Background: an optimization exercise with open tools, aiming at small area and a short achievable clock period. Do not read the settings as production practice.
At most, simulation tests tie the RTL to the original design; equivalence was not proved.
For run 2, only the layout was checked, not whether the RTL still works.
Power is estimated from default activity; no workload was simulated.

## flow/design.v (module list and top-level ports; edited modules follow where they fit)
// module running_average: 27 lines
// module ra_add_out: 486 lines
// module ra_add_nxt: 423 lines
// module ra_fa: 4 lines
// module ra_a21boi: 3 lines
// module ra_aoi21: 3 lines
// module ra_inv: 3 lines
// module ra_nand2: 3 lines
// module ra_nor2: 3 lines
// module ra_nor2b: 3 lines
// module ra_nor3b: 3 lines
// module ra_o21bai: 3 lines
// module ra_oai21: 3 lines
// module ra_xnor2: 3 lines
// module ra_xor2: 3 lines
module running_average #(
  parameter N = 4,
  parameter DATAWIDTH = 32
)(
  input   wire        clk,
  input   wire        reset,
  input   wire [DATAWIDTH -1 : 0] data_i,
  output  wire [DATAWIDTH -1 : 0] average_o
);
  // ...
==> flow/flow/run.sh <==
#!/bin/bash
set -euo pipefail
here=$(pwd)
DU_DEFAULT=$(cat flow/default_dont_use.txt)
DU_BIG=$(cat flow/big_cells.txt)
bash standard.sh DONT_USE_CELLS="$DU_DEFAULT $DU_BIG" synth > "$here/synth.log" 2>&1
args=()
if [[ -f flow/pnr_args.txt ]]; then
  while IFS= read -r line; do
    [[ -n "$line" && "$line" != \#* ]] && args+=("$line")
  done < flow/pnr_args.txt
fi
bash standard.sh "${args[@]}" finish > "$here/pnr.log" 2>&1
==> flow/flow/big_cells.txt <==
sky130_fd_sc_hd__a2111o_2 sky130_fd_sc_hd__a2111o_4 sky130_fd_sc_hd__a2111oi_2 sky130_fd_sc_hd__a2111oi_4 sky130_fd_sc_hd__a211o_2 sky130_fd_sc_hd__a211o_4 sky130_fd_sc_hd__a211oi_2 sky130_fd_sc_hd__a211oi_4 sky130_fd_sc_hd__a21bo_2 sky130_fd_sc_hd__a21bo_4 sky130_fd_sc_hd__a21boi_2 sky130_fd_sc_hd__a21boi_4 sky130_fd_sc_hd__a21o_2 sky130_fd_sc_hd__a21o_4 sky130_fd_sc_hd__a21oi_2 sky130_fd_sc_hd__a21oi_4 sky130_fd_sc_hd__a221o_2 sky130_fd_sc_hd__a221o_4 sky130_fd_sc_hd__a221oi_2 sky130_fd_sc_hd__a221oi_4 sky130_fd_sc_hd__a22o_2 sky130_fd_sc_hd__a22o_4 sky130_fd_sc_hd__a22oi_2 sky130_fd_sc_hd__a22oi_4 sky130_fd_sc_hd__a2bb2o_2 sky130_fd_sc_hd__a2bb2o_4 sky130_fd_sc_hd__a2bb2oi_2 sky130_fd_sc_hd__a2bb2oi_4 sky130_fd_sc_hd__a311o_2 sky130_fd_sc_hd__a311o_4 sky130_fd_sc_hd__a311oi_2 sky130_fd_sc_hd__a311oi_4 sky130_fd_sc_hd__a31o_2 sky130_fd_sc_hd__a31o_4 sky130_fd_sc_hd__a31oi_2 sky130_fd_sc_hd__a31oi_4 sky130_fd_sc_hd__a32o_2 sky130_fd_sc_hd__a32o_4 sky130_fd_sc_hd__a32oi_2 sky130_fd_sc_hd__a32oi_4 sky130_fd_sc_hd__a41o_2 sky130_fd_sc_hd__a41o_4 sky130_fd_sc_hd__a41oi_2 sky130_fd_sc_hd__a41oi_4 sky130_fd_sc_hd__and2_2 sky130_fd_sc_hd__and2_4 sky130_fd_sc_hd__and2b_2 sky130_fd_sc_hd__and2b_4 sky130_fd_sc_hd__and3_2 sky130_fd_sc_hd__and3_4 sky130_fd_sc_hd__and3b_2 sky130_fd_sc_hd__and3b_4 sky130_fd_sc_hd__and4_2 sky130_fd_sc_hd__and4_4 sky130_fd_sc_hd__and4b_2 sky130_fd_sc_hd__and4b_4 sky130_fd_sc_hd__and4bb_2 sky130_fd_sc_hd__and4bb_4 sky130_fd_sc_hd__fa_2 sky130_fd_sc_hd__fa_4 sky130_fd_sc_hd__ha_2 sky130_fd_sc_hd__ha_4 sky130_fd_sc_hd__inv_12 sky130_fd_sc_hd__inv_16 sky130_fd_sc_hd__inv_2 sky130_fd_sc_hd__inv_4 sky130_fd_sc_hd__inv_6 sky130_fd_sc_hd__inv_8 sky130_fd_sc_hd__maj3_2 sky130_fd_sc_hd__maj3_4 sky130_fd_sc_hd__mux2_2 sky130_fd_sc_hd__mux2_4 sky130_fd_sc_hd__mux2_8 sky130_fd_sc_hd__mux2i_2 sky130_fd_sc_hd__mux2i_4 sky130_fd_sc_hd__mux4_2 sky130_fd_sc_hd__mux4_4 sky130_fd_sc_hd__nand2_2 sky130_fd_sc_hd__nand2_4 sky130_fd_sc_hd__nand2_8 sky130_fd_sc_hd__nand2b_2 sky130_fd_sc_hd__nand2b_4 sky130_fd_sc_hd__nand3_2 sky130_fd_sc_hd__nand3_4 sky130_fd_sc_hd__nand3b_2 sky130_fd_sc_hd__nand3b_4 sky130_fd_sc_hd__nand4_2 sky130_fd_sc_hd__nand4_4 sky130_fd_sc_hd__nand4b_2 sky130_fd_sc_hd__nand4b_4 sky130_fd_sc_hd__nand4bb_2 sky130_fd_sc_hd__nand4bb_4 sky130_fd_sc_hd__nor2_2 sky130_fd_sc_hd__nor2_4 sky130_fd_sc_hd__nor2_8 sky130_fd_sc_hd__nor2b_2 sky130_fd_sc_hd__nor2b_4 sky130_fd_sc_hd__nor3_2 sky130_fd_sc_hd__nor3_4 sky130_fd_sc_hd__nor3b_2 sky130_fd_sc_hd__nor3b_4 sky130_fd_sc_hd__nor4_2 sky130_fd_sc_hd__nor4_4 sky130_fd_sc_hd__nor4b_2 sky130_fd_sc_hd__nor4b_4 sky130_fd_sc_hd__nor4bb_2 sky130_fd_sc_hd__nor4bb_4 sky130_fd_sc_hd__o2111a_2 sky130_fd_sc_hd__o2111a_4 sky130_fd_sc_hd__o2111ai_2 sky130_fd_sc_hd__o2111ai_4 sky130_fd_sc_hd__o211a_2 sky130_fd_sc_hd__o211a_4 sky130_fd_sc_hd__o211ai_2 sky130_fd_sc_hd__o211ai_4 sky130_fd_sc_hd__o21a_2 sky130_fd_sc_hd__o21a_4 sky130_fd_sc_hd__o21ai_2 sky130_fd_sc_hd__o21ai_4 sky130_fd_sc_hd__o21ba_2 sky130_fd_sc_hd__o21ba_4 sky130_fd_sc_hd__o21bai_2 sky130_fd_sc_hd__o21bai_4 sky130_fd_sc_hd__o221a_2 sky130_fd_sc_hd__o221a_4 sky130_fd_sc_hd__o221ai_2 sky130_fd_sc_hd__o221ai_4 sky130_fd_sc_hd__o22a_2 sky130_fd_sc_hd__o22a_4 sky130_fd_sc_hd__o22ai_2 sky130_fd_sc_hd__o22ai_4 sky130_fd_sc_hd__o2bb2a_2 sky130_fd_sc_hd__o2bb2a_4 sky130_fd_sc_hd__o2bb2ai_2 sky130_fd_sc_hd__o2bb2ai_4 sky130_fd_sc_hd__o311a_2 sky130_fd_sc_hd__o311a_4 sky130_fd_sc_hd__o311ai_2 sky130_fd_sc_hd__o311ai_4 sky130_fd_sc_hd__o31a_2 sky130_fd_sc_hd__o31a_4 sky130_fd_sc_hd__o31ai_2 sky130_fd_sc_hd__o31ai_4 sky130_fd_sc_hd__o32a_2 sky130_fd_sc_hd__o32a_4 sky130_fd_sc_hd__o32ai_2 sky130_fd_sc_hd__o32ai_4 sky130_fd_sc_hd__o41a_2 sky130_fd_sc_hd__o41a_4 sky130_fd_sc_hd__o41ai_2 sky130_fd_sc_hd__o41ai_4 sky130_fd_sc_hd__or2_2 sky130_fd_sc_hd__or2_4 sky130_fd_sc_hd__or2b_2 sky130_fd_sc_hd__or2b_4 sky130_fd_sc_hd__or3_2 sky130_fd_sc_hd__or3_4 sky130_fd_sc_hd__or3b_2 sky130_fd_sc_hd__or3b_4 sky130_fd_sc_hd__or4_2 sky130_fd_sc_hd__or4_4 sky130_fd_sc_hd__or4b_2 sky130_fd_sc_hd__or4b_4 sky130_fd_sc_hd__or4bb_2 sky130_fd_sc_hd__or4bb_4 sky130_fd_sc_hd__xnor2_2 sky130_fd_sc_hd__xnor2_4 sky130_fd_sc_hd__xnor3_2 sky130_fd_sc_hd__xnor3_4 sky130_fd_sc_hd__xor2_2 sky130_fd_sc_hd__xor2_4 sky130_fd_sc_hd__xor3_2 sky130_fd_sc_hd__xor3_4
==> flow/flow/default_dont_use.txt <==
sky130_fd_sc_hd__probe_p_8 sky130_fd_sc_hd__probec_p_8 sky130_fd_sc_hd__lpflow_bleeder_1 sky130_fd_sc_hd__lpflow_clkbufkapwr_1 sky130_fd_sc_hd__lpflow_clkbufkapwr_16 sky130_fd_sc_hd__lpflow_clkbufkapwr_2 sky130_fd_sc_hd__lpflow_clkbufkapwr_4 sky130_fd_sc_hd__lpflow_clkbufkapwr_8 sky130_fd_sc_hd__lpflow_clkinvkapwr_1 sky130_fd_sc_hd__lpflow_clkinvkapwr_16 sky130_fd_sc_hd__lpflow_clkinvkapwr_2 sky130_fd_sc_hd__lpflow_clkinvkapwr_4 sky130_fd_sc_hd__lpflow_clkinvkapwr_8 sky130_fd_sc_hd__lpflow_decapkapwr_12 sky130_fd_sc_hd__lpflow_decapkapwr_3 sky130_fd_sc_hd__lpflow_decapkapwr_4 sky130_fd_sc_hd__lpflow_decapkapwr_6 sky130_fd_sc_hd__lpflow_decapkapwr_8 sky130_fd_sc_hd__lpflow_inputiso0n_1 sky130_fd_sc_hd__lpflow_inputiso0p_1 sky130_fd_sc_hd__lpflow_inputiso1n_1 sky130_fd_sc_hd__lpflow_inputiso1p_1 sky130_fd_sc_hd__lpflow_inputisolatch_1 sky130_fd_sc_hd__lpflow_isobufsrc_1 sky130_fd_sc_hd__lpflow_isobufsrc_16 sky130_fd_sc_hd__lpflow_isobufsrc_2 sky130_fd_sc_hd__lpflow_isobufsrc_4 sky130_fd_sc_hd__lpflow_isobufsrc_8 sky130_fd_sc_hd__lpflow_isobufsrckapwr_16 sky130_fd_sc_hd__lpflow_lsbuf_lh_hl_isowell_tap_1 sky130_fd_sc_hd__lpflow_lsbuf_lh_hl_isowell_tap_2 sky130_fd_sc_hd__lpflow_lsbuf_lh_hl_isowell_tap_4 sky130_fd_sc_hd__lpflow_lsbuf_lh_isowell_4 sky130_fd_sc_hd__lpflow_lsbuf_lh_isowell_tap_1 sky130_fd_sc_hd__lpflow_lsbuf_lh_isowell_tap_2 sky130_fd_sc_hd__lpflow_lsbuf_lh_isowell_tap_4 
==> flow/flow/pnr_args.txt <==
BUFFER_PORTS_ARGS=-buffer_cell sky130_fd_sc_hd__buf_1
==> flow/standard.sh <==
#!/bin/bash
# synth_recipe.tcl (not shown) runs the flow's synth.tcl, then flattens the netlist and writes it again
# the make line also repeats each setting of config.mk as NAME=value (left out here)
make -C /OpenROAD-flow-scripts/flow DESIGN_CONFIG=/design/flow/config.mk WORK_HOME=/design/flow/orfs CLKGATE_MAP_FILE= SYNTH_SCRIPT=/design/flow/synth_recipe.tcl "${@:-finish}"
==> flow/config.mk <==
export PLATFORM = sky130hd
export DESIGN_NAME = running_average
export DESIGN_NICKNAME = running_average
export VERILOG_FILES = /design/flow/design.v
export SDC_FILE = /design/flow/constraint.sdc
export NUM_CORES = 4
export LEC_CHECK = 0
export CAP_MARGIN = 0
export CORE_MARGIN = 2
export CORE_UTILIZATION = 75
export CTS_BUF_LIST = sky130_fd_sc_hd__clkbuf_4 sky130_fd_sc_hd__clkbuf_8
export SETUP_SLACK_MARGIN = 2.5
export SLEW_MARGIN = 0
export SYNTH_HIERARCHICAL = 1
==> flow/constraint.sdc <==
create_clock -name core_clock -period 7.0 [get_ports {clk}]
set_input_delay 1.4000 -clock core_clock [delete_from_list [all_inputs] [get_ports {clk}]]
set_output_delay 1.4000 -clock core_clock [all_outputs]
set_load 0.01 [all_outputs]
==> results_dict.tcl, run 1 <==
set metrics [dict create \
    p_seq_share_pct 31.7 \
    min_to "s2[24]$_DFF_PP0_" \
    yosys.area_share.simple_pct 20.00 \
    r2r-end "s3[31]$_DFF_PP0_" \
    track_usage_pct 33.88 \
    rr_worst_depth 10 \
    num_tap_cells 99 \
    multi_input_comb_cells 469 \
    synth_top_family_by_area "simple AND/OR/NAND/NOR gates" \
    wl_met2_mm 7.140 \
    area_share_clock_buf_inv_pct 2.949 \
    setup_slack_ns 2.470 \
    hp-class "reg2reg" \
    firstDrtPassIters 7 \
    drtIter0Drc 469 \
    syn_area_um2 5525 \
    ys_warn_count 7 \
    place_area_um2 5883 \
    synth-compound-area-share_pct 12.50 \
    die_area_um2 8069 \
    power_density_nw_per_um2 354.8 \
    final_common_cell "dfrtp_1" \
    outcome "timing/DRC/antenna clean" \
    swShare_pct 45.34 \
    hold_path.startpoint "s1[24]$_DFF_PP0_" \
    signal_buffers 72 \
    grt_pass1_wl_mm 21.66 \
]
==> inputs of run 2 (changes only) <==
--- a/flow/design.v
+++ b/flow/design.v
@@ -509,16 +509,76 @@
   ra_xor2 g254 (.a(n253), .b(n171), .y(y[28]));
   ra_xnor2 g255 (.a(a[31]), .b(b[31]), .y(n255));
   ra_nor2 g256 (.a(n255), .b(r), .y(n256));
   ra_xnor2 g257 (.a(n256), .b(n196), .y(y[29]));
 endmodule
 module ra_add_nxt (input wire [31:0] a, input wire [31:0] b, input wire [31:0] c, output wire [31:0] y);
   wire [31:0] fs;
   wire [32:0] fc;
+  wire hs1;
+  wire hc1;
+  wire hs2;
+  wire hc2;
+  wire hs3;
+  wire hc3;
+  wire hs4;
+  wire hc4;
+  wire hs5;
+  wire hc5;
+  wire hs6;
+  wire hc6;
+  wire hs7;
+  wire hc7;
+  wire hs8;
+  wire hc8;
+  wire hs9;
+  wire hc9;
+  wire hs10;
+  wire hc10;
+  wire hs11;
+  wire hc11;
+  wire hs12;
+  wire hc12;
+  wire hs13;
+  wire hc13;
+  wire hs14;
+  wire hc14;
+  wire hs15;
+  wire hc15;
+  wire hs16;
+  wire hc16;
+  wire hs17;
+  wire hc17;
+  wire hs18;
+  wire hc18;
+  wire hs19;
+  wire hc19;
+  wire hs20;
+  wire hc20;
+  wire hs21;
+  wire hc21;
+  wire hs22;
+  wire hc22;
+  wire hs23;
+  wire hc23;
+  wire hs24;
+  wire hc24;
+  wire hs25;
+  wire hc25;
+  wire hs26;
+  wire hc26;
+  wire hs27;
+  wire hc27;
+  wire hs28;
+  wire hc28;
+  wire hs29;
+  wire hc29;
+  wire hs30;
+  wire hc30;
   wire n1;
   wire n2;
   wire n3;
   wire n4;
   wire n5;
   wire n6;
   wire n7;
   wire n8;
@@ -596,106 +656,17 @@
   wire n80;
   wire n81;
   wire n82;
   wire n83;
   wire n84;
   wire n85;
   wire n86;
   wire n87;
-  wire n88;
-  wire n89;
-  wire n90;
-  wire n91;
-  wire n92;
-  wire n93;
-  wire n94;
-  wire n95;
-  wire n96;
-  wire n97;
-  wire n98;
-  wire n99;
-  wire n100;
-  wire n101;
-  wire n102;
-  wire n103;
-  wire n104;
-  wire n105;
-  wire n106;
-  wire n107;
-  wire n108;
-  wire n109;
-  wire n110;
-  wire n111;
-  wire n112;
-  wire n113;
-  wire n114;
-  wire n115;
-  wire n116;
-  wire n117;
   wire n118;
-  wire n119;
-  wire n120;
-  wire n121;
-  wire n122;
-  wire n123;
-  wire n124;
-  wire n125;
-  wire n126;
-  wire n127;
-  wire n128;
-  wire n129;
-  wire n130;
-  wire n131;
-  wire n132;
-  wire n133;
-  wire n134;
-  wire n135;
-  wire n136;
-  wire n137;
-  wire n138;
-  wire n139;
-  wire n140;
-  wire n141;
-  wire n142;
-  wire n143;
-  wire n144;
-  wire n145;
-  wire n146;
-  wire n147;
-  wire n149;
-  wire n151;
-  wire n153;
-  wire n155;
-  wire n157;
-  wire n159;
-  wire n161;
-  wire n163;
-  wire n165;
-  wire n167;
-  wire n169;
-  wire n171;
-  wire n173;
-  wire n175;
-  wire n177;
-  wire n179;
-  wire n181;
-  wire n183;
-  wire n185;
-  wire n187;
-  wire n189;
-  wire n191;
-  wire n193;
-  wire n195;
-  wire n197;
-  wire n199;
-  wire n201;
-  wire n203;
-  wire n205;
-  wire n207;
   ra_fa f0 (.a(c[0]), .b(a[0]), .ci(b[0]), .s(fs[0]), .co(fc[1]));
   ra_fa f1 (.a(c[1]), .b(a[1]), .ci(b[1]), .s(fs[1]), .co(fc[2]));
   ra_fa f2 (.a(c[2]), .b(a[2]), .ci(b[2]), .s(fs[2]), .co(fc[3]));
   ra_fa f3 (.a(c[3]), .b(a[3]), .ci(b[3]), .s(fs[3]), .co(fc[4]));
   ra_fa f4 (.a(c[4]), .b(a[4]), .ci(b[4]), .s(fs[4]), .co(fc[5]));
   ra_fa f5 (.a(c[5]), .b(a[5]), .ci(b[5]), .s(fs[5]), .co(fc[6]));
   ra_fa f6 (.a(c[6]), .b(a[6]), .ci(b[6]), .s(fs[6]), .co(fc[7]));
   ra_fa f7 (.a(c[7]), .b(a[7]), .ci(b[7]), .s(fs[7]), .co(fc[8]));
@@ -718,249 +689,191 @@
   ra_fa f24 (.a(c[24]), .b(a[24]), .ci(b[24]), .s(fs[24]), .co(fc[25]));
   ra_fa f25 (.a(c[25]), .b(a[25]), .ci(b[25]), .s(fs[25]), .co(fc[26]));
   ra_fa f26 (.a(c[26]), .b(a[26]), .ci(b[26]), .s(fs[26]), .co(fc[27]));
   ra_fa f27 (.a(c[27]), .b(a[27]), .ci(b[27]), .s(fs[27]), .co(fc[28]));
   ra_fa f28 (.a(c[28]), .b(a[28]), .ci(b[28]), .s(fs[28]), .co(fc[29]));
   ra_fa f29 (.a(c[29]), .b(a[29]), .ci(b[29]), .s(fs[29]), .co(fc[30]));
   ra_fa f30 (.a(c[30]), .b(a[30]), .ci(b[30]), .s(fs[30]), .co(fc[31]));
   ra_fa f31 (.a(c[31]), .b(a[31]), .ci(b[31]), .s(fs[31]), .co(fc[32]));
-  ra_nand2 g1 (.a(fs[1]), .b(fc[1]), .y(n1));
-  ra_nor2 g2 (.a(fs[1]), .b(fc[1]), .y(n2));
-  ra_nand2 g3 (.a(fs[2]), .b(fc[2]), .y(n3));
-  ra_nor2 g4 (.a(fs[2]), .b(fc[2]), .y(n4));
-  ra_nand2 g5 (.a(fs[3]), .b(fc[3]), .y(n5));
-  ra_nor2 g6 (.a(fs[3]), .b(fc[3]), .y(n6));
-  ra_nand2 g7 (.a(fs[4]), .b(fc[4]), .y(n7));
-  ra_nor2 g8 (.a(fs[4]), .b(fc[4]), .y(n8));
-  ra_nand2 g9 (.a(fs[5]), .b(fc[5]), .y(n9));
-  ra_nor2 g10 (.a(fs[5]), .b(fc[5]), .y(n10));
-  ra_nand2 g11 (.a(fs[6]), .b(fc[6]), .y(n11));
-  ra_nor2 g12 (.a(fs[6]), .b(fc[6]), .y(n12));
-  ra_nand2 g13 (.a(fs[7]), .b(fc[7]), .y(n13));
-  ra_nor2 g14 (.a(fs[7]), .b(fc[7]), .y(n14));
-  ra_nand2 g15 (.a(fs[8]), .b(fc[8]), .y(n15));
-  ra_nor2 g16 (.a(fs[8]), .b(fc[8]), .y(n16));
-  ra_nand2 g17 (.a(fs[9]), .b(fc[9]), .y(n17));
-  ra_nor2 g18 (.a(fs[9]), .b(fc[9]), .y(n18));
-  ra_nand2 g19 (.a(fs[10]), .b(fc[10]), .y(n19));
-  ra_nor2 g20 (.a(fs[10]), .b(fc[10]), .y(n20));
-  ra_nand2 g21 (.a(fs[11]), .b(fc[11]), .y(n21));
-  ra_nor2 g22 (.a(fs[11]), .b(fc[11]), .y(n22));
-  ra_nand2 g23 (.a(fs[12]), .b(fc[12]), .y(n23));
-  ra_nor2 g24 (.a(fs[12]), .b(fc[12]), .y(n24));
-  ra_nand2 g25 (.a(fs[13]), .b(fc[13]), .y(n25));
-  ra_nor2 g26 (.a(fs[13]), .b(fc[13]), .y(n26));
-  ra_nand2 g27 (.a(fs[14]), .b(fc[14]), .y(n27));
-  ra_nor2 g28 (.a(fs[14]), .b(fc[14]), .y(n28));
-  ra_nand2 g29 (.a(fs[15]), .b(fc[15]), .y(n29));
-  ra_nor2 g30 (.a(fs[15]), .b(fc[15]), .y(n30));
-  ra_nand2 g31 (.a(fs[16]), .b(fc[16]), .y(n31));
-  ra_nor2 g32 (.a(fs[16]), .b(fc[16]), .y(n32));
-  ra_nand2 g33 (.a(fs[17]), .b(fc[17]), .y(n33));
-  ra_nor2 g34 (.a(fs[17]), .b(fc[17]), .y(n34));
-  ra_nand2 g35 (.a(fs[18]), .b(fc[18]), .y(n35));
-  ra_nor2 g36 (.a(fs[18]), .b(fc[18]), .y(n36));
-  ra_nand2 g37 (.a(fs[19]), .b(fc[19]), .y(n37));
-  ra_nor2 g38 (.a(fs[19]), .b(fc[19]), .y(n38));
-  ra_nand2 g39 (.a(fs[20]), .b(fc[20]), .y(n39));
-  ra_nor2 g40 (.a(fs[20]), .b(fc[20]), .y(n40));
-  ra_nand2 g41 (.a(fs[21]), .b(fc[21]), .y(n41));
-  ra_nor2 g42 (.a(fs[21]), .b(fc[21]), .y(n42));
-  ra_nand2 g43 (.a(fs[22]), .b(fc[22]), .y(n43));
-  ra_nor2 g44 (.a(fs[22]), .b(fc[22]), .y(n44));
-  ra_nand2 g45 (.a(fs[23]), .b(fc[23]), .y(n45));
-  ra_nor2 g46 (.a(fs[23]), .b(fc[23]), .y(n46));
-  ra_nand2 g47 (.a(fs[24]), .b(fc[24]), .y(n47));
-  ra_nor2 g48 (.a(fs[24]), .b(fc[24]), .y(n48));
-  ra_nand2 g49 (.a(fs[25]), .b(fc[25]), .y(n49));
-  ra_nor2 g50 (.a(fs[25]), .b(fc[25]), .y(n50));
-  ra_nand2 g51 (.a(fs[26]), .b(fc[26]), .y(n51));
-  ra_nor2 g52 (.a(fs[26]), .b(fc[26]), .y(n52));
-  ra_nand2 g53 (.a(fs[27]), .b(fc[27]), .y(n53));
-  ra_nor2 g54 (.a(fs[27]), .b(fc[27]), .y(n54));
-  ra_nand2 g55 (.a(fs[28]), .b(fc[28]), .y(n55));
-  ra_nor2 g56 (.a(fs[28]), .b(fc[28]), .y(n56));
-  ra_nand2 g57 (.a(fs[29]), .b(fc[29]), .y(n57));
-  ra_nor2 g58 (.a(fs[29]), .b(fc[29]), .y(n58));
-  ra_nand2 g59 (.a(fs[30]), .b(fc[30]), .y(n59));
-  ra_nor2 g60 (.a(fs[30]), .b(fc[30]), .y(n60));
-  ra_oai21 g61 (.a1(n4), .a2(n1), .b1(n3), .y(n61));
-  ra_oai21 g62 (.a1(n8), .a2(n5), .b1(n7), .y(n62));
-  ra_nor2 g63 (.a(n8), .b(n6), .y(n63));
-  ra_oai21 g64 (.a1(n12), .a2(n9), .b1(n11), .y(n64));
-  ra_nor2 g65 (.a(n12), .b(n10), .y(n65));
-  ra_oai21 g66 (.a1(n16), .a2(n13), .b1(n15), .y(n66));
-  ra_nor2 g67 (.a(n16), .b(n14), .y(n67));
-  ra_oai21 g68 (.a1(n20), .a2(n17), .b1(n19), .y(n68));
-  ra_nor2 g69 (.a(n20), .b(n18), .y(n69));
-  ra_oai21 g70 (.a1(n24), .a2(n21), .b1(n23), .y(n70));
-  ra_nor2 g71 (.a(n24), .b(n22), .y(n71));
-  ra_oai21 g72 (.a1(n28), .a2(n25), .b1(n27), .y(n72));
-  ra_nor2 g73 (.a(n28), .b(n26), .y(n73));
-  ra_oai21 g74 (.a1(n32), .a2(n29), .b1(n31), .y(n74));
-  ra_nor2 g75 (.a(n32), .b(n30), .y(n75));
-  ra_oai21 g76 (.a1(n36), .a2(n33), .b1(n35), .y(n76));
-  ra_nor2 g77 (.a(n36), .b(n34), .y(n77));
-  ra_oai21 g78 (.a1(n40), .a2(n37), .b1(n39), .y(n78));
-  ra_nor2 g79 (.a(n40), .b(n38), .y(n79));
-  ra_oai21 g80 (.a1(n44), .a2(n41), .b1(n43), .y(n80));
-  ra_nor2 g81 (.a(n44), .b(n42), .y(n81));
-  ra_oai21 g82 (.a1(n48), .a2(n45), .b1(n47), .y(n82));
-  ra_nor2 g83 (.a(n48), .b(n46), .y(n83));
-  ra_oai21 g84 (.a1(n52), .a2(n49), .b1(n51), .y(n84));
-  ra_nor2 g85 (.a(n52), .b(n50), .y(n85));
-  ra_oai21 g86 (.a1(n56), .a2(n53), .b1(n55), .y(n86));
-  ra_nor2 g87 (.a(n56), .b(n54), .y(n87));
-  ra_oai21 g88 (.a1(n60), .a2(n57), .b1(n59), .y(n88));
-  ra_nor2 g89 (.a(n60), .b(n58), .y(n89));
-  ra_aoi21 g90 (.a1(n63), .a2(n61), .b1(n62), .y(n90));
-  ra_aoi21 g91 (.a1(n67), .a2(n64), .b1(n66), .y(n91));
-  ra_nand2 g92 (.a(n67), .b(n65), .y(n92));
-  ra_aoi21 g93 (.a1(n71), .a2(n68), .b1(n70), .y(n93));
-  ra_nand2 g94 (.a(n71), .b(n69), .y(n94));
-  ra_aoi21 g95 (.a1(n75), .a2(n72), .b1(n74), .y(n95));
-  ra_nand2 g96 (.a(n75), .b(n73), .y(n96));
-  ra_aoi21 g97 (.a1(n79), .a2(n76), .b1(n78), .y(n97));
-  ra_nand2 g98 (.a(n79), .b(n77), .y(n98));
-  ra_aoi21 g99 (.a1(n83), .a2(n80), .b1(n82), .y(n99));
-  ra_nand2 g100 (.a(n83), .b(n81), .y(n100));
-  ra_aoi21 g101 (.a1(n87), .a2(n84), .b1(n86), .y(n101));
-  ra_nand2 g102 (.a(n87), .b(n85), .y(n102));
-  ra_oai21 g103 (.a1(n92), .a2(n90), .b1(n91), .y(n103));
-  ra_oai21 g104 (.a1(n96), .a2(n93), .b1(n95), .y(n104));
-  ra_nor2 g105 (.a(n96), .b(n94), .y(n105));
-  ra_oai21 g106 (.a1(n100), .a2(n97), .b1(n99), .y(n106));
-  ra_nor2 g107 (.a(n100), .b(n98), .y(n107));
-  ra_aoi21 g108 (.a1(n105), .a2(n103), .b1(n104), .y(n108));
-  ra_inv g109 (.a(n107), .y(n109));
-  ra_o21bai g110 (.a1(n109), .a2(n108), .b1n(n106), .y(n110));
-  ra_inv g111 (.a(n94), .y(n111));
-  ra_a21boi g112 (.a1(n111), .a2(n103), .b1n(n93), .y(n112));
-  ra_oai21 g113 (.a1(n98), .a2(n108), .b1(n97), .y(n113));
-  ra_inv g114 (.a(n102), .y(n114));
-  ra_a21boi g115 (.a1(n114), .a2(n110), .b1n(n101), .y(n115));
-  ra_inv g116 (.a(n65), .y(n116));
-  ra_o21bai g117 (.a1(n116), .a2(n90), .b1n(n64), .y(n117));
-  ra_aoi21 g118 (.a1(n69), .a2(n103), .b1(n68), .y(n118));
-  ra_inv g119 (.a(n73), .y(n119));
-  ra_o21bai g120 (.a1(n119), .a2(n112), .b1n(n72), .y(n120));
-  ra_inv g121 (.a(n77), .y(n121));
-  ra_o21bai g122 (.a1(n121), .a2(n108), .b1n(n76), .y(n122));
-  ra_aoi21 g123 (.a1(n81), .a2(n113), .b1(n80), .y(n123));
-  ra_aoi21 g124 (.a1(n85), .a2(n110), .b1(n84), .y(n124));
-  ra_inv g125 (.a(n89), .y(n125));
-  ra_o21bai g126 (.a1(n125), .a2(n115), .b1n(n88), .y(n126));
-  ra_inv g127 (.a(n6), .y(n127));
-  ra_a21boi g128 (.a1(n127), .a2(n61), .b1n(n5), .y(n128));
-  ra_oai21 g129 (.a1(n10), .a2(n90), .b1(n9), .y(n129));
-  ra_inv g130 (.a(n14), .y(n130));
-  ra_a21boi g131 (.a1(n130), .a2(n117), .b1n(n13), .y(n131));
-  ra_inv g132 (.a(n18), .y(n132));
-  ra_a21boi g133 (.a1(n132), .a2(n103), .b1n(n17), .y(n133));
-  ra_oai21 g134 (.a1(n22), .a2(n118), .b1(n21), .y(n134));
-  ra_oai21 g135 (.a1(n26), .a2(n112), .b1(n25), .y(n135));
-  ra_inv g136 (.a(n30), .y(n136));
-  ra_a21boi g137 (.a1(n136), .a2(n120), .b1n(n29), .y(n137));
-  ra_oai21 g138 (.a1(n34), .a2(n108), .b1(n33), .y(n138));
-  ra_inv g139 (.a(n38), .y(n139));
-  ra_a21boi g140 (.a1(n139), .a2(n122), .b1n(n37), .y(n140));
-  ra_inv g141 (.a(n42), .y(n141));
-  ra_a21boi g142 (.a1(n141), .a2(n113), .b1n(n41), .y(n142));
-  ra_oai21 g143 (.a1(n46), .a2(n123), .b1(n45), .y(n143));
-  ra_inv g144 (.a(n50), .y(n144));
-  ra_a21boi g145 (.a1(n144), .a2(n110), .b1n(n49), .y(n145));
-  ra_oai21 g146 (.a1(n54), .a2(n124), .b1(n53), .y(n146));
-  ra_oai21 g147 (.a1(n58), .a2(n115), .b1(n57), .y(n147));
+  ra_ha h1 (.a(fs[1]), .b(fc[1]), .s(hs1), .co(hc1));
+  ra_ha h2 (.a(fs[2]), .b(fc[2]), .s(hs2), .co(hc2));
+  ra_ha h3 (.a(fs[3]), .b(fc[3]), .s(hs3), .co(hc3));
+  ra_ha h4 (.a(fs[4]), .b(fc[4]), .s(hs4), .co(hc4));
+  ra_ha h5 (.a(fs[5]), .b(fc[5]), .s(hs5), .co(hc5));
+  ra_ha h6 (.a(fs[6]), .b(fc[6]), .s(hs6), .co(hc6));
+  ra_ha h7 (.a(fs[7]), .b(fc[7]), .s(hs7), .co(hc7));
+  ra_ha h8 (.a(fs[8]), .b(fc[8]), .s(hs8), .co(hc8));
+  ra_ha h9 (.a(fs[9]), .b(fc[9]), .s(hs9), .co(hc9));
+  ra_ha h10 (.a(fs[10]), .b(fc[10]), .s(hs10), .co(hc10));
+  ra_ha h11 (.a(fs[11]), .b(fc[11]), .s(hs11), .co(hc11));
+  ra_ha h12 (.a(fs[12]), .b(fc[12]), .s(hs12), .co(hc12));
+  ra_ha h13 (.a(fs[13]), .b(fc[13]), .s(hs13), .co(hc13));
+  ra_ha h14 (.a(fs[14]), .b(fc[14]), .s(hs14), .co(hc14));
+  ra_ha h15 (.a(fs[15]), .b(fc[15]), .s(hs15), .co(hc15));
+  ra_ha h16 (.a(fs[16]), .b(fc[16]), .s(hs16), .co(hc16));
+  ra_ha h17 (.a(fs[17]), .b(fc[17]), .s(hs17), .co(hc17));
+  ra_ha h18 (.a(fs[18]), .b(fc[18]), .s(hs18), .co(hc18));
+  ra_ha h19 (.a(fs[19]), .b(fc[19]), .s(hs19), .co(hc19));
+  ra_ha h20 (.a(fs[20]), .b(fc[20]), .s(hs20), .co(hc20));
+  ra_ha h21 (.a(fs[21]), .b(fc[21]), .s(hs21), .co(hc21));
+  ra_ha h22 (.a(fs[22]), .b(fc[22]), .s(hs22), .co(hc22));
+  ra_ha h23 (.a(fs[23]), .b(fc[23]), .s(hs23), .co(hc23));
+  ra_ha h24 (.a(fs[24]), .b(fc[24]), .s(hs24), .co(hc24));
+  ra_ha h25 (.a(fs[25]), .b(fc[25]), .s(hs25), .co(hc25));
+  ra_ha h26 (.a(fs[26]), .b(fc[26]), .s(hs26), .co(hc26));
+  ra_ha h27 (.a(fs[27]), .b(fc[27]), .s(hs27), .co(hc27));
+  ra_ha h28 (.a(fs[28]), .b(fc[28]), .s(hs28), .co(hc28));
+  ra_ha h29 (.a(fs[29]), .b(fc[29]), .s(hs29), .co(hc29));
+  ra_ha h30 (.a(fs[30]), .b(fc[30]), .s(hs30), .co(hc30));
+  ra_aoi21 g1 (.a1(hs2), .a2(hc1), .b1(hc2), .y(n1));
+  ra_aoi21 g2 (.a1(hs4), .a2(hc3), .b1(hc4), .y(n2));
+  ra_nand2 g3 (.a(hs4), .b(hs3), .y(n3));
+  ra_aoi21 g4 (.a1(hs6), .a2(hc5), .b1(hc6), .y(n4));
+  ra_nand2 g5 (.a(hs6), .b(hs5), .y(n5));
+  ra_aoi21 g6 (.a1(hs8), .a2(hc7), .b1(hc8), .y(n6));
+  ra_nand2 g7 (.a(hs8), .b(hs7), .y(n7));
+  ra_aoi21 g8 (.a1(hs10), .a2(hc9), .b1(hc10), .y(n8));
+  ra_nand2 g9 (.a(hs10), .b(hs9), .y(n9));
+  ra_aoi21 g10 (.a1(hs12), .a2(hc11), .b1(hc12), .y(n10));
+  ra_nand2 g11 (.a(hs12), .b(hs11), .y(n11));
+  ra_aoi21 g12 (.a1(hs14), .a2(hc13), .b1(hc14), .y(n12));
+  ra_nand2 g13 (.a(hs14), .b(hs13), .y(n13));
+  ra_aoi21 g14 (.a1(hs16), .a2(hc15), .b1(hc16), .y(n14));
+  ra_nand2 g15 (.a(hs16), .b(hs15), .y(n15));
+  ra_aoi21 g16 (.a1(hs18), .a2(hc17), .b1(hc18), .y(n16));
+  ra_nand2 g17 (.a(hs18), .b(hs17), .y(n17));
+  ra_aoi21 g18 (.a1(hs20), .a2(hc19), .b1(hc20), .y(n18));
+  ra_nand2 g19 (.a(hs20), .b(hs19), .y(n19));
+  ra_aoi21 g20 (.a1(hs22), .a2(hc21), .b1(hc22), .y(n20));
+  ra_nand2 g21 (.a(hs22), .b(hs21), .y(n21));
+  ra_aoi21 g22 (.a1(hs24), .a2(hc23), .b1(hc24), .y(n22));
+  ra_nand2 g23 (.a(hs24), .b(hs23), .y(n23));
+  ra_aoi21 g24 (.a1(hs26), .a2(hc25), .b1(hc26), .y(n24));
+  ra_nand2 g25 (.a(hs26), .b(hs25), .y(n25));
+  ra_aoi21 g26 (.a1(hs28), .a2(hc27), .b1(hc28), .y(n26));
+  ra_nand2 g27 (.a(hs28), .b(hs27), .y(n27));
+  ra_aoi21 g28 (.a1(hs30), .a2(hc29), .b1(hc30), .y(n28));
+  ra_nand2 g29 (.a(hs30), .b(hs29), .y(n29));
+  ra_oai21 g30 (.a1(n3), .a2(n1), .b1(n2), .y(n30));
+  ra_oai21 g31 (.a1(n7), .a2(n4), .b1(n6), .y(n31));
+  ra_nor2 g32 (.a(n7), .b(n5), .y(n32));
+  ra_oai21 g33 (.a1(n11), .a2(n8), .b1(n10), .y(n33));
+  ra_nor2 g34 (.a(n11), .b(n9), .y(n34));
+  ra_oai21 g35 (.a1(n15), .a2(n12), .b1(n14), .y(n35));
+  ra_nor2 g36 (.a(n15), .b(n13), .y(n36));
+  ra_oai21 g37 (.a1(n19), .a2(n16), .b1(n18), .y(n37));
+  ra_nor2 g38 (.a(n19), .b(n17), .y(n38));
+  ra_oai21 g39 (.a1(n23), .a2(n20), .b1(n22), .y(n39));
+  ra_nor2 g40 (.a(n23), .b(n21), .y(n40));
+  ra_oai21 g41 (.a1(n27), .a2(n24), .b1(n26), .y(n41));
+  ra_nor2 g42 (.a(n27), .b(n25), .y(n42));
+  ra_aoi21 g43 (.a1(n32), .a2(n30), .b1(n31), .y(n43));
+  ra_aoi21 g44 (.a1(n36), .a2(n33), .b1(n35), .y(n44));
+  ra_nand2 g45 (.a(n36), .b(n34), .y(n45));
+  ra_aoi21 g46 (.a1(n40), .a2(n37), .b1(n39), .y(n46));
+  ra_nand2 g47 (.a(n40), .b(n38), .y(n47));
+  ra_oai21 g48 (.a1(n45), .a2(n43), .b1(n44), .y(n48));
+  ra_inv g49 (.a(n47), .y(n49));
+  ra_a21boi g50 (.a1(n49), .a2(n48), .b1n(n46), .y(n50));
+  ra_inv g51 (.a(n34), .y(n51));
+  ra_o21bai g52 (.a1(n51), .a2(n43), .b1n(n33), .y(n52));
+  ra_aoi21 g53 (.a1(n38), .a2(n48), .b1(n37), .y(n53));
+  ra_inv g54 (.a(n42), .y(n54));
+  ra_o21bai g55 (.a1(n54), .a2(n50), .b1n(n41), .y(n55));
+  ra_inv g56 (.a(n5), .y(n56));
+  ra_a21boi g57 (.a1(n56), .a2(n30), .b1n(n4), .y(n57));
+  ra_oai21 g58 (.a1(n9), .a2(n43), .b1(n8), .y(n58));
+  ra_inv g59 (.a(n13), .y(n59));
+  ra_a21boi g60 (.a1(n59), .a2(n52), .b1n(n12), .y(n60));
+  ra_inv g61 (.a(n17), .y(n61));
+  ra_a21boi g62 (.a1(n61), .a2(n48), .b1n(n16), .y(n62));
+  ra_oai21 g63 (.a1(n21), .a2(n53), .b1(n20), .y(n63));
+  ra_oai21 g64 (.a1(n25), .a2(n50), .b1(n24), .y(n64));
+  ra_inv g65 (.a(n29), .y(n65));
+  ra_a21boi g66 (.a1(n65), .a2(n55), .b1n(n28), .y(n66));
+  ra_inv g67 (.a(hs3), .y(n67));
+  ra_o21bai g68 (.a1(n67), .a2(n1), .b1n(hc3), .y(n68));
+  ra_aoi21 g69 (.a1(hs5), .a2(n30), .b1(hc5), .y(n69));
+  ra_inv g70 (.a(hs7), .y(n70));
+  ra_o21bai g71 (.a1(n70), .a2(n57), .b1n(hc7), .y(n71));
+  ra_inv g72 (.a(hs9), .y(n72));
+  ra_o21bai g73 (.a1(n72), .a2(n43), .b1n(hc9), .y(n73));
+  ra_aoi21 g74 (.a1(hs11), .a2(n58), .b1(hc11), .y(n74));
+  ra_aoi21 g75 (.a1(hs13), .a2(n52), .b1(hc13), .y(n75));
+  ra_inv g76 (.a(hs15), .y(n76));
+  ra_o21bai g77 (.a1(n76), .a2(n60), .b1n(hc15), .y(n77));
+  ra_aoi21 g78 (.a1(hs17), .a2(n48), .b1(hc17), .y(n78));
+  ra_inv g79 (.a(hs19), .y(n79));
+  ra_o21bai g80 (.a1(n79), .a2(n62), .b1n(hc19), .y(n80));
+  ra_inv g81 (.a(hs21), .y(n81));
+  ra_o21bai g82 (.a1(n81), .a2(n53), .b1n(hc21), .y(n82));
+  ra_aoi21 g83 (.a1(hs23), .a2(n63), .b1(hc23), .y(n83));
+  ra_inv g84 (.a(hs25), .y(n84));
+  ra_o21bai g85 (.a1(n84), .a2(n50), .b1n(hc25), .y(n85));
+  ra_aoi21 g86 (.a1(hs27), .a2(n64), .b1(hc27), .y(n86));
+  ra_aoi21 g87 (.a1(hs29), .a2(n55), .b1(hc29), .y(n87));
   assign y[0] = fs[0];
   assign fc[0] = 1'b0;
-  ra_xor2 g148 (.a(fs[1]), .b(fc[1]), .y(y[1]));
-  ra_nor2b g149 (.a(n4), .bn(n3), .y(n149));
-  ra_xnor2 g150 (.a(n149), .b(n1), .y(y[2]));
-  ra_nor2b g151 (.a(n6), .bn(n5), .y(n151));
-  ra_xor2 g152 (.a(n151), .b(n61), .y(y[3]));
-  ra_nor2b g153 (.a(n8), .bn(n7), .y(n153));
-  ra_xnor2 g154 (.a(n153), .b(n128), .y(y[4]));
-  ra_nor2b g155 (.a(n10), .bn(n9), .y(n155));
-  ra_xnor2 g156 (.a(n155), .b(n90), .y(y[5]));
-  ra_nor2b g157 (.a(n12), .bn(n11), .y(n157));
-  ra_xor2 g158 (.a(n157), .b(n129), .y(y[6]));
-  ra_nor2b g159 (.a(n14), .bn(n13), .y(n159));
-  ra_xor2 g160 (.a(n159), .b(n117), .y(y[7]));
-  ra_nor2b g161 (.a(n16), .bn(n15), .y(n161));
-  ra_xnor2 g162 (.a(n161), .b(n131), .y(y[8]));
-  ra_nor2b g163 (.a(n18), .bn(n17), .y(n163));
-  ra_xor2 g164 (.a(n163), .b(n103), .y(y[9]));
-  ra_nor2b g165 (.a(n20), .bn(n19), .y(n165));
-  ra_xnor2 g166 (.a(n165), .b(n133), .y(y[10]));
-  ra_nor2b g167 (.a(n22), .bn(n21), .y(n167));
-  ra_xnor2 g168 (.a(n167), .b(n118), .y(y[11]));
-  ra_nor2b g169 (.a(n24), .bn(n23), .y(n169));
-  ra_xor2 g170 (.a(n169), .b(n134), .y(y[12]));
-  ra_nor2b g171 (.a(n26), .bn(n25), .y(n171));
-  ra_xnor2 g172 (.a(n171), .b(n112), .y(y[13]));
-  ra_nor2b g173 (.a(n28), .bn(n27), .y(n173));
-  ra_xor2 g174 (.a(n173), .b(n135), .y(y[14]));
-  ra_nor2b g175 (.a(n30), .bn(n29), .y(n175));
-  ra_xor2 g176 (.a(n175), .b(n120), .y(y[15]));
-  ra_nor2b g177 (.a(n32), .bn(n31), .y(n177));
-  ra_xnor2 g178 (.a(n177), .b(n137), .y(y[16]));
-  ra_nor2b g179 (.a(n34), .bn(n33), .y(n179));
-  ra_xnor2 g180 (.a(n179), .b(n108), .y(y[17]));
-  ra_nor2b g181 (.a(n36), .bn(n35), .y(n181));
-  ra_xor2 g182 (.a(n181), .b(n138), .y(y[18]));
-  ra_nor2b g183 (.a(n38), .bn(n37), .y(n183));
-  ra_xor2 g184 (.a(n183), .b(n122), .y(y[19]));
-  ra_nor2b g185 (.a(n40), .bn(n39), .y(n185));
-  ra_xnor2 g186 (.a(n185), .b(n140), .y(y[20]));
-  ra_nor2b g187 (.a(n42), .bn(n41), .y(n187));
-  ra_xor2 g188 (.a(n187), .b(n113), .y(y[21]));
-  ra_nor2b g189 (.a(n44), .bn(n43), .y(n189));
-  ra_xnor2 g190 (.a(n189), .b(n142), .y(y[22]));
-  ra_nor2b g191 (.a(n46), .bn(n45), .y(n191));
-  ra_xnor2 g192 (.a(n191), .b(n123), .y(y[23]));
-  ra_nor2b g193 (.a(n48), .bn(n47), .y(n193));
-  ra_xor2 g194 (.a(n193), .b(n143), .y(y[24]));
-  ra_nor2b g195 (.a(n50), .bn(n49), .y(n195));
-  ra_xor2 g196 (.a(n195), .b(n110), .y(y[25]));
-  ra_nor2b g197 (.a(n52), .bn(n51), .y(n197));
-  ra_xnor2 g198 (.a(n197), .b(n145), .y(y[26]));
-  ra_nor2b g199 (.a(n54), .bn(n53), .y(n199));
-  ra_xnor2 g200 (.a(n199), .b(n124), .y(y[27]));
-  ra_nor2b g201 (.a(n56), .bn(n55), .y(n201));
-  ra_xor2 g202 (.a(n201), .b(n146), .y(y[28]));
-  ra_nor2b g203 (.a(n58), .bn(n57), .y(n203));
-  ra_xnor2 g204 (.a(n203), .b(n115), .y(y[29]));
-  ra_nor2b g205 (.a(n60), .bn(n59), .y(n205));
-  ra_xor2 g206 (.a(n205), .b(n147), .y(y[30]));
-  ra_xor2 g207 (.a(fs[31]), .b(fc[31]), .y(n207));
-  ra_xor2 g208 (.a(n207), .b(n126), .y(y[31]));
+  ra_xor2 g88 (.a(fs[1]), .b(fc[1]), .y(y[1]));
+  ra_xor2 g89 (.a(hs2), .b(hc1), .y(y[2]));
+  ra_xnor2 g90 (.a(hs3), .b(n1), .y(y[3]));
+  ra_xor2 g91 (.a(hs4), .b(n68), .y(y[4]));
+  ra_xor2 g92 (.a(hs5), .b(n30), .y(y[5]));
+  ra_xnor2 g93 (.a(hs6), .b(n69), .y(y[6]));
+  ra_xnor2 g94 (.a(hs7), .b(n57), .y(y[7]));
+  ra_xor2 g95 (.a(hs8), .b(n71), .y(y[8]));
+  ra_xnor2 g96 (.a(hs9), .b(n43), .y(y[9]));
+  ra_xor2 g97 (.a(hs10), .b(n73), .y(y[10]));
+  ra_xor2 g98 (.a(hs11), .b(n58), .y(y[11]));
+  ra_xnor2 g99 (.a(hs12), .b(n74), .y(y[12]));
+  ra_xor2 g100 (.a(hs13), .b(n52), .y(y[13]));
+  ra_xnor2 g101 (.a(hs14), .b(n75), .y(y[14]));
+  ra_xnor2 g102 (.a(hs15), .b(n60), .y(y[15]));
+  ra_xor2 g103 (.a(hs16), .b(n77), .y(y[16]));
+  ra_xor2 g104 (.a(hs17), .b(n48), .y(y[17]));
+  ra_xnor2 g105 (.a(hs18), .b(n78), .y(y[18]));
+  ra_xnor2 g106 (.a(hs19), .b(n62), .y(y[19]));
+  ra_xor2 g107 (.a(hs20), .b(n80), .y(y[20]));
+  ra_xnor2 g108 (.a(hs21), .b(n53), .y(y[21]));
+  ra_xor2 g109 (.a(hs22), .b(n82), .y(y[22]));
+  ra_xor2 g110 (.a(hs23), .b(n63), .y(y[23]));
+  ra_xnor2 g111 (.a(hs24), .b(n83), .y(y[24]));
+  ra_xnor2 g112 (.a(hs25), .b(n50), .y(y[25]));
+  ra_xor2 g113 (.a(hs26), .b(n85), .y(y[26]));
+  ra_xor2 g114 (.a(hs27), .b(n64), .y(y[27]));
+  ra_xnor2 g115 (.a(hs28), .b(n86), .y(y[28]));
+  ra_xor2 g116 (.a(hs29), .b(n55), .y(y[29]));
+  ra_xnor2 g117 (.a(hs30), .b(n87), .y(y[30]));
+  ra_xor2 g118 (.a(fs[31]), .b(fc[31]), .y(n118));
+  ra_xnor2 g119 (.a(n118), .b(n66), .y(y[31]));
 endmodule
 module ra_fa (input wire a, input wire b, input wire ci, output wire s, output wire co);
   assign s = a ^ b ^ ci;
   assign co = (a & b) | (ci & (a ^ b));
 endmodule
+module ra_ha (input wire a, input wire b, output wire s, output wire co);
+  assign s = a ^ b;
+  assign co = a & b;
+endmodule
 module ra_a21boi (input wire a1, input wire a2, input wire b1n, output wire y);
   assign y = ~((a1 & a2) | ~b1n);
 endmodule
 module ra_aoi21 (input wire a1, input wire a2, input wire b1, output wire y);
   assign y = ~((a1 & a2) | b1);
 endmodule
 module ra_inv (input wire a, output wire y);
   assign y = ~a;
 endmodule
 module ra_nand2 (input wire a, input wire b, output wire y);
   assign y = ~(a & b);
 endmodule
 module ra_nor2 (input wire a, input wire b, output wire y);
   assign y = ~(a | b);
 endmodule
-module ra_nor2b (input wire a, input wire bn, output wire y);
-  assign y = ~(a | ~bn);
-endmodule
 module ra_nor3b (input wire a, input wire b, input wire cn, output wire y);
   assign y = ~(a | b | ~cn);
 endmodule
 module ra_o21bai (input wire a1, input wire a2, input wire b1n, output wire y);
   assign y = ~((a1 | a2) & ~b1n);
 endmodule
 module ra_oai21 (input wire a1, input wire a2, input wire b1, output wire y);
   assign y = ~((a1 | a2) & b1);
==> flow/config.mk (replaced) <==
export PLATFORM = sky130hd
export DESIGN_NAME = running_average
export DESIGN_NICKNAME = running_average
export VERILOG_FILES = /design/flow/design.v
export SDC_FILE = /design/flow/constraint.sdc
export NUM_CORES = 4
export LEC_CHECK = 0
export CAP_MARGIN = 0
export CORE_MARGIN = 2
export CORE_UTILIZATION = 60
export CTS_BUF_LIST = sky130_fd_sc_hd__clkbuf_4 sky130_fd_sc_hd__clkbuf_8
export SETUP_SLACK_MARGIN = 2.5
export SLEW_MARGIN = 0
export SYNTH_HIERARCHICAL = 1
==> results_dict.tcl, run 2 <==
set metrics [dict create \
    cts_tree "done" \
    synth_common_cells "dfrtp_1, nand2_1, nor2_1" \
    path_clk_slew_ns 0.11 \
    antenna_left 0 \
    nNetsFinal 715 \
    crit_required_ns 5.60 \
    hp-class "reg2reg" \
    syn_inst 538 \
    dp_hpwl_mm 8.505 \
    rows 34 \
    synthTopCellsByArea "dfrtp_1, fa_1, ha_1" \
    cts_buffer_depth 2 \
    ys_seq_area_share_pct 43.70 \
    startpoint_type "input port" \
    worstReg2RegStart "s1[1]$_DFF_PP0_" \
    diodes 0 \
    rr_worst_depth 10 \
    hold_viol 0 \
    final_cell_mix "dfrtp_1, nand2_1, buf_1" \
    leakagePower_nw 2.756 \
    p_seq_share_pct 30.3 \
    tightest_slew_ns 0.6372 \
    synth_edf_count 0 \
    synth_top_cell_area_share_pct 43.70 \
    grt_pass1_vias 4117 \
    ys.flop_type "dfrtp_1" \
    slew_violations 0 \
    switchingPower_w 0.001039 \
    crit_path_max_fanout 5 \
    met3_usage_pct 4.076 \
    areaGrowthSynthToFinish_pct 16.95 \
    rsz0062_at_grt "false" \
    die_area_um2 9945 \
    grt_most_used_layer "met2" \
    tns_ns 0 \
    yosys.area.top_type "dfrtp_1" \
    grt_pass1_wl_mm 18.82 \
    layout-drive-gt1-share_pct 17.63 \
    dieHeight_um 99.73 \
    finalSetupViolCount 0 \
    ys_async_sr_fraction_pct 100.0 \
    power_density_nw_per_um2 371.8 \
    fillerInstances 650 \
    place_area_um2 5868 \
    drt-wirelength-per-cell_um 15.38 \
    max_freq_mhz 227.5 \
    groute.layer.met1.usage_pct 32.69 \
    io-pin-count 66 \
    firstDrtPassIters 6 \
    setup.worst_path.class "in2out" \
    clock_latency_ns 0.36 \
    vias 4063 \
    ys_warn_count 7 \
    cts-htree-levels 3 \
    ys_seq_elements 96 \
    pwr-share-comb_pct 52.7 \
    crit_chain "buf_1 -> nand2_1 -> o21ai_4 -> a21oi_2 -> o21ai_2 -> inv_1 -> o21ai_2 -> a21boi_1 -> xnor2_1 -> buf_1" \
    syn_avg_cell_area_um2 10.22 \
    syn_area_um2 5498 \
    holdWs_ns 0.4032 \
    cts_made_buffers 9 \
    wl_mm 11.26 \
    p_total_w 0.002391 \
    max_stage_delay_ns 0.25 \
    cts_root_buffer "clkbuf_8" \
    p_int_w 0.001352 \
    gp_congestion 0.8982 \
    track_usage_pct 24.04 \
    floorplan.initialDensity_pct 62.43 \
    crit_path_end_kind "primary output" \
    met2_usage_pct 40.18 \
    grt-ovfl-total 0 \
    cp.arrival_ns 3.00 \
    clkPwrFrac_pct 17.1 \
    slew-limit-headroom_pct 57.52 \
    multi_input_area_um2 3232 \
    swShare_pct 43.47 \
    fp.dieW_um 99.73 \
    hold_buffers 0 \
    post-synth-top-count-cell "dfrtp_1" \
    fp.coreArea_um2 8806 \
    synth_cell_types 15 \
    hold_path.startpoint "s1[4]$_DFF_PP0_" \
    drtIter0Drc 100 \
    antenna_found_initial 0 \
    min_period_ns 4.396 \
    crit_slowest_cell "o21ai_2" \
    reg.largest.list "s1 x32, s2 x32, s3 x32" \
    r2r_setup_slack_ns 3.52 \
    min_to "s2[4]$_DFF_PP0_" \
    final_core_util_pct 73.02 \
    final_area_um2 6430 \
    r2r-end "s3[30]$_DFF_PP0_" \
    regArea_um2 2402 \
    port-buffer-count 63 \
    vias_per_cell 5.551 \
    outcome "timing/DRC/antenna clean" \
    min_period_over_period_pct 62.79 \
    drv_cap 0 \
    fin_skew_ns 0.01693 \
    cts.sinks 96 \
    final_common_cell "dfrtp_1" \
    holdPathStages 0 \
    drc_errors 0 \
    ir_worst_vdd_uv 204.3 \
    grt_max_degree 52 \
]
## run 2: changes by cell type in the layout (fill, tap and decap cells not counted), moves of 3 or more
cell | before | now
ha_1 | 0 | 30
a21oi_2 | 9 | 12
nand2_1 | 87 | 67
a21boi_1 | 19 | 15
o21ai_1 | 51 | 33
o21bai_1 | 5 | 9
nor2b_1 | 29 | 0
nor2_1 | 70 | 29
a21oi_1 | 25 | 36
## run 2: worst max-delay path by stage
stage / slack (ns) / startpoint / end
final: 2.60 / data_i[0] / average_o[23]
after global routing: 2.48 / data_i[19] / average_o[29]
after CTS: 2.44 / data_i[16] / average_o[19]
after detailed placement: 2.10 / data_i[1] / average_o[23]
after global placement: 2.22 / data_i[1] / average_o[23]
after floorplan: 2.83 / data_i[0] / average_o[23]
## run 2: Yosys stat by module, one instance, submodules excluded, excerpt
module | cell area [um^2] | flops+latches
ra_nor2 | 3.754 | 0
running_average | 2425 | 96
ra_o21bai | 7.507 | 0
ra_xnor2 | 8.758 | 0
ra_nand2 | 3.754 | 0
ra_a21boi | 7.507 | 0
ra_add_nxt | 7.507 | 0
ra_aoi21 | 5.005 | 0
ra_inv | 3.754 | 0
ra_xor2 | 8.758 | 0
## run 2: power by group through the flow
| stage | logic (W) | registers (W) | clock network (W) |
|---|---|---|---|
| 3_3_place_gp | 0.00107 | 0.000722 | 0 |
| 4_1_cts | 0.00113 | 0.000715 | 0.000419 |
| 2_1_floorplan | 0.000785 | 0.000714 | 0 |
| 3_5_place_dp | 0.00109 | 0.000725 | 0 |
| 6_report | 0.00126 | 0.000723 | 0.000409 |
| 5_1_grt | 0.00138 | 0.000737 | 0.000446 |
## run 2: routing by layer
| metal | part of all wire [%] | wire length (um) | vias up |
|---|---|---|---|
| met3 | 3.3 | 377 | 22 |
| li1 | - | - | 1953 |
| met4 | 1.8 | 203 | 0 |
| met2 | 49 | 5560 | 74 |
| met1 | 45 | 5119 | 2014 |
| met5 | 0 | 0 | - |
## run 2: per-stage QoR
step,instances,setup WS [ns]
after floorplan,539,2.832
after global placement,709,2.215
after detailed placement,709,2.104
after CTS,725,2.444
after global routing,732,2.481
final,732,2.604
## run 2: cell families (layout without fill, tap and decap cells)
logic type / after synthesis / count (layout) / share of synthesized area (%)
simple gates: 158 / 158 / 12.77
flops: 96 / 96 / 43.70
other cells: 1 / 2 / 0.06821
buf+inv: 32 / 117 / 2.390
fa+ha+maj: 62 / 62 / 18.48
xor+xnor: 63 / 63 / 10.04
compound gates: 126 / 126 / 12.56
## run 2: worst max-delay path, delay by kind of cell
kind,cells,cell delay [ns]
simple gates,1,0.11
compound gates,5,0.91
xor+xnor,1,0.16
buf+inv,3,0.40
## run 2: layout make-up
| class | instances | area share [%] |
|---|---|---|
| clock buffers | 10 | 2.043 |
| clock inverters | 6 | 1.421 |
| inverters | 29 | 1.732 |
| multi-input cells | 411 | 50.26 |
| flip-flops and latches | 96 | 37.36 |
| well taps | 108 | 2.102 |
| repair buffers | 72 | 5.079 |
## run 2: what timing repair did
item | CTS | global route
gates cloned | 0 | 0
buffers inserted | 0 | 7
setup endpoints to repair | 18 | 21
resized for setup | 16 | 76
pin swaps | 0 | 9

[afterwards: timing with drivers on the ports]
Ports are ideal in the flow. The routed layouts listed here were re-timed in OpenROAD.
Step 1, drivers: a clkbuf_16 drives clk and a buf_2 each remaining input, both assumed.
Step 2 adds t to the input delays and takes it off the output delays; t is the mean of the earliest and latest rising clock arrival at the registers after step 1. Input paths then give back, and output paths get back, about the clock's delay inside the block.
a / b / c = ideal / step 1 / step 2; a / b = the first two.
run | shift t [ns] | slack for setup (ns) | worst hold slack (ns)
run 1 | 0.402 | 2.470 / 2.439 / 2.350 | 0.406 / 0.406 / 0.406
run 2 | 0.388 | 2.604 / 2.580 / 2.349 | 0.403 / 0.403 / 0.403
After both steps setup and hold are still met in every run listed. The setup slack of run 2, which loses most, moves by -0.024 ns with the drivers and by -0.255 ns with both steps.
